From an optimization exercise on the open Yosys and OpenROAD flow, aimed at small area and a short achievable clock period; shortcuts taken in it are not production practice. In this exercise RTL edits were held to simulation tests only and were not proved equivalent to the original. Power and IR drop assume default switching activity.

Setup of red:
## dwpe_top
module dwpe_top #(
	parameter DW = 32,
	parameter POX = 5,
	parameter KSIZE = 3
)(
	input 					clk,
	input 					rst_n,
	input 					dwpe_ena,
	input [POX*DW-1:0]		pixel_array,
	input [DW-1:0]			weight,
	output[POX*DW-1:0]		result,
	output[POX-1:0]			result_valid
);
dwpe #(
	.DW(DW),
	.POX(POX),
	.KSIZE(KSIZE)
) u_dwpe (
	.clk,
	.rst_n,
	.dwpe_ena,
	.pixel_array(pixel_array),
	.weight,
	.result(result),
	.result_valid(result_valid)
);
endmodule
==> flow/config.mk <==
export PLATFORM = sky130hd
export DESIGN_NAME = dwpe_top
export DESIGN_NICKNAME = dwpe_top
export VERILOG_FILES = /design/flow/design.v
export SDC_FILE = /design/flow/constraint.sdc
export NUM_CORES = 4
export LEC_CHECK = 0
export CAP_MARGIN = 5
export CORE_MARGIN = 2
export CORE_UTILIZATION = 40
export PLACE_DENSITY = 0.6
export SETUP_SLACK_MARGIN = 3.2
export SLEW_MARGIN = 5
export SYNTH_HIERARCHICAL = 1
export TNS_END_PERCENT = 30
==> flow/constraint.sdc <==
create_clock -name core_clock -period 9.0 [get_ports {clk}]
set_input_delay 1.8000 -clock core_clock [delete_from_list [all_inputs] [get_ports {clk}]]
set_output_delay 1.8000 -clock core_clock [all_outputs]
set_load 0.01 [all_outputs]
standard.sh (not shown) runs the stock make flow with config.mk's settings and CLKGATE_MAP_FILE= SYNTH_SCRIPT=/design/flow/synth_recipe.tcl, a recipe that flattens the netlist after the stock synthesis.
==> flow/flow/run.sh <==
#!/bin/bash
# Layout: the standard ORFS flow, with the port buffers made of plain
# buffers (buf_2 instead of the delay buffer buffer_ports picks by default)
# and sizing free to change a cell's footprint.
set -euo pipefail
bash standard.sh \
	BUFFER_PORTS_ARGS="-buffer_cell sky130_fd_sc_hd__buf_2" \
	MATCH_CELL_FOOTPRINT=0 \
	finish > make.log 2>&1
red: no failed stages, no open violations at the end
What blue does differently from red at the input level:
# red
export LEC_CHECK = 0
export CAP_MARGIN = 5
export CORE_MARGIN = 2
export CORE_UTILIZATION = 40
export PLACE_DENSITY = 0.6
export SETUP_SLACK_MARGIN = 3.2
export SLEW_MARGIN = 5
export SYNTH_HIERARCHICAL = 1
export TNS_END_PERCENT = 30
create_clock -name core_clock -period 9.0 [get_ports {clk}]
# blue
export LEC_CHECK = 0
export CAP_MARGIN = 10
export CORE_MARGIN = 2
export CORE_UTILIZATION = 40
export PLACE_DENSITY = 0.6
export SETUP_SLACK_MARGIN = 3.6
export SLEW_MARGIN = 10
export SYNTH_HIERARCHICAL = 1
create_clock -name core_clock -period 9.0 [get_ports {clk}]
==> comparison <==
- blue finished every step from synthesis to the final layout, and the layout passed the timing, DRC and antenna checks.
- Measured against each other, red and blue differ in hold slack, the lower figure coming from blue.
- blue vs red, critical path depth went up by 2.
- Share of the final layout cell area in multi-input gates, red and blue, lower one = blue.
Changes in green relative to blue:
# blue
export LEC_CHECK = 0
export CAP_MARGIN = 10
export CORE_MARGIN = 2
export CORE_UTILIZATION = 40
export PLACE_DENSITY = 0.6
export SETUP_SLACK_MARGIN = 3.6
export SLEW_MARGIN = 10
export SYNTH_HIERARCHICAL = 1
create_clock -name core_clock -period 9.0 [get_ports {clk}]
# green
export LEC_CHECK = 0
export CAP_MARGIN = 20
export CORE_MARGIN = 2
export CORE_UTILIZATION = 40
export PLACE_DENSITY = 0.6
export SETUP_SLACK_MARGIN = 3.5
export SLEW_MARGIN = 20
export SYNTH_HIERARCHICAL = 1
create_clock -name core_clock -period 9.0 [get_ports {clk}]
Findings:
~same upper clock frequency limit in green and blue. green vs. blue: power consumed by combinational cells about even; final critical-path share of the clock period essentially unchanged; number of combinational gates with multiple inputs decreased 18; portion of total power attributed to combinational logic now sits at about the same level. blue → green: via count -1307; routed wire length went down; setup slack flat; switching portion of total power ~0 delta. Number of ordinary and repair buffers in the finished layout | green below blue.
Here is what was changed in the inputs of orange compared with green.
==> flow/run.sh (new file) <==
#!/bin/bash
# synth_recipe.tcl (not shown) runs the flow's synth.tcl, then flattens the netlist and writes it again
# the make line also repeats each setting of config.mk as NAME=value (left out here)
make -C /OpenROAD-flow-scripts/flow DESIGN_CONFIG=/design/flow/config.mk WORK_HOME=/design/flow/orfs CLKGATE_MAP_FILE= SYNTH_SCRIPT=/design/flow/synth_recipe.tcl finish
removed: flow/flow/run.sh
removed: flow/standard.sh
Findings:
| clock buffer and inverter area fraction after layout | orange vs green | 0.23 points lower |
Delta (orange minus green): sequential share of layout area down 0.46 points; layout net count now larger; part of the power in combinational logic shows an increase of 1.0 points; part of the power in the clock network decreased 0.8 points.

---

v18:
dwpe_top again, from the RTL that the note above started with.
==> flow/design.v (excerpt) <==
module dwpe_top #(
	parameter DW = 32,
	parameter POX = 5,
	parameter KSIZE = 3
)(
	input 					clk,
	input 					rst_n,
	input 					dwpe_ena,
	input [POX*DW-1:0]		pixel_array,
	input [DW-1:0]			weight,
	output[POX*DW-1:0]		result,
	output[POX-1:0]			result_valid
);
==> flow/config.mk <==
export PLATFORM = sky130hd
export DESIGN_NAME = dwpe_top
export DESIGN_NICKNAME = dwpe_top
export VERILOG_FILES = /design/flow/design.v
export SDC_FILE = /design/flow/constraint.sdc
export NUM_CORES = 4
export LEC_CHECK = 0
export CAP_MARGIN = 20
export CORE_MARGIN = 2
export CORE_UTILIZATION = 40
export PLACE_DENSITY = 0.6
export SLEW_MARGIN = 20
export SYNTH_HIERARCHICAL = 1
==> flow/constraint.sdc <==
create_clock -name core_clock -period 9.0 [get_ports {clk}]
set_input_delay 1.8000 -clock core_clock [delete_from_list [all_inputs] [get_ports {clk}]]
set_output_delay 1.8000 -clock core_clock [all_outputs]
set_load 0.01 [all_outputs]
run.sh (not shown) runs the stock make flow with config.mk's settings and CLKGATE_MAP_FILE= SYNTH_SCRIPT=/design/flow/synth_recipe.tcl, a recipe that flattens the netlist after the stock synthesis.
Stock flow here: none of the scripts above is used.
Inputs modified between v18 and v16:
Settings: swapping 20 for 10 in CAP_MARGIN; swapping 20 for 10 in SLEW_MARGIN; putting SETUP_SLACK_MARGIN at 3.2 where nothing was set.
==> flow/flow/run.sh (new file) <==
#!/bin/bash
# Layout: the standard ORFS flow, with the port buffers made of plain
# buffers (buf_2 instead of the delay buffer buffer_ports picks by default)
# and sizing free to change a cell's footprint.
set -euo pipefail
bash standard.sh \
	BUFFER_PORTS_ARGS="-buffer_cell sky130_fd_sc_hd__buf_2" \
	MATCH_CELL_FOOTPRINT=0 \
	finish > make.log 2>&1
==> flow/standard.sh (new file) <==
#!/bin/bash
# synth_recipe.tcl (not shown) runs the flow's synth.tcl, then flattens the netlist and writes it again
# the make line also repeats each setting of config.mk as NAME=value (left out here)
make -C /OpenROAD-flow-scripts/flow DESIGN_CONFIG=/design/flow/config.mk WORK_HOME=/design/flow/orfs CLKGATE_MAP_FILE= SYNTH_SCRIPT=/design/flow/synth_recipe.tcl "${@:-finish}"
removed: flow/run.sh
### Flow results
Diff v18 -> v16: final worst clock skew higher; routed wire length higher; maximum clock frequency higher.
Via count of v16 exceeds that of v18 by a few percent.
Cell leakage power for v16: 2.4% up relative to v18
The worst setup path endpoint comes out u_dwpe.u_mac_bank.macs[3].u_mac.st1[31] in one run and u_dwpe.u_mac_bank.macs[1].u_mac.st1[31] in the other, namely in v16 and v18 respectively.
As of v16, area of the multi-input gates had risen slightly compared to v18.

---

== xenon ==
Starting RTL as in the previous note.
// dwpe_top
module dwpe_top #(
	parameter DW = 32,
	parameter POX = 5,
	parameter KSIZE = 3
)(
	input 					clk,
	input 					rst_n,
	input 					dwpe_ena,
	input [POX*DW-1:0]		pixel_array,
	input [DW-1:0]			weight,
	output[POX*DW-1:0]		result,
	output[POX-1:0]			result_valid
);
Settings: LEC_CHECK=0, CAP_MARGIN=20, CORE_MARGIN=2, CORE_UTILIZATION=40, PLACE_DENSITY=0.6, SETUP_SLACK_MARGIN=2.5, SLEW_MARGIN=20, SYNTH_HIERARCHICAL=1; clock period 9.0 ns.
Stock flow here: none of the scripts above is used.
[inputs] amber vs xenon
# xenon
export LEC_CHECK = 0
export CAP_MARGIN = 20
export CORE_MARGIN = 2
export CORE_UTILIZATION = 40
export PLACE_DENSITY = 0.6
export SETUP_SLACK_MARGIN = 2.5
export SLEW_MARGIN = 20
export SYNTH_HIERARCHICAL = 1
create_clock -name core_clock -period 9.0 [get_ports {clk}]
# amber
export LEC_CHECK = 0
export CAP_MARGIN = 20
export CORE_MARGIN = 2
export CORE_UTILIZATION = 40
export PLACE_DENSITY = 0.6
export SETUP_SLACK_MARGIN = 3.0
export SLEW_MARGIN = 20
export SYNTH_HIERARCHICAL = 1
create_clock -name core_clock -period 9.0 [get_ports {clk}]
==> flow/flow/run.sh (new file) <==
#!/bin/bash
# Layout: the standard ORFS flow, with the port buffers made of plain
# buffers (buf_2 instead of the delay buffer buffer_ports picks by default)
# and sizing free to change a cell's footprint.
set -euo pipefail
bash standard.sh \
	BUFFER_PORTS_ARGS="-buffer_cell sky130_fd_sc_hd__buf_2" \
	MATCH_CELL_FOOTPRINT=0 \
	finish > make.log 2>&1
==> flow/standard.sh (new file) <==
#!/bin/bash
# synth_recipe.tcl (not shown) runs the flow's synth.tcl, then flattens the netlist and writes it again
# the make line also repeats each setting of config.mk as NAME=value (left out here)
make -C /OpenROAD-flow-scripts/flow DESIGN_CONFIG=/design/flow/config.mk WORK_HOME=/design/flow/orfs CLKGATE_MAP_FILE= SYNTH_SCRIPT=/design/flow/synth_recipe.tcl "${@:-finish}"
removed: flow/run.sh
--- outcome ---
| area added between synthesis and finish | amber vs xenon | 2.8 points lower |
Going from xenon to amber, internal power shrank slightly.
In the flow results for xenon and amber, the post-CTS repair timing setup buffer count is smaller on amber.
Against xenon, first-pass GRT wire length in amber rose slightly.

-- re-timing with driven ports --
How much do the figures lean on ideal ports? The routed layouts below were timed once more, with nothing changed but the port constraints. Step 1 (the two cells are an assumption about what drives the block):
set clk [get_ports {clk}]
set_driving_cell -lib_cell sky130_fd_sc_hd__clkbuf_16 $clk
set_driving_cell -lib_cell sky130_fd_sc_hd__buf_2 [delete_from_list [all_inputs] $clk]
Step 2, shift: input delay + t, output delay - t, t = (earliest + latest rising clock arrival at the registers) / 2. This alone moves slack from input paths to output paths. Slacks: no drivers / after step 1 / after step 2; pairs: no drivers / after step 1.
run	t, ns	setup slack, ns	worst hold slack (ns)	worst setup path at the end	cell pins on the clock port's net
red	0.770	3.112 / 3.015 / 2.403	0.479 / 0.479 / 0.479	input to register	1
blue	0.738	3.380 / 3.374 / 2.636	0.476 / 0.476 / 0.476	input to register	1
green	0.753	3.379 / 3.410 / 2.657	0.513 / 0.513 / 0.513	input to register	1
orange	0.741	3.371 / 3.335 / 2.594	0.485 / 0.485 / 0.485	input to register	1
v18	0.732	2.113 / 2.159 / 1.427	0.491 / 0.491 / 0.491	input to register	1
v16	0.739	3.121 / 3.150 / 2.441	0.476 / 0.476 / 0.476	input to register	1
xenon	0.739	2.512 / 2.551 / 1.812	0.471 / 0.471 / 0.471	input to register	1
amber	0.751	2.988 / 3.051 / 2.300	0.480 / 0.480 / 0.480	input to register	1
After both steps every run listed still meets setup and hold. For orange, which loses most, drivers alone change the setup slack by -0.036 ns; drivers and shift together by -0.777 ns.
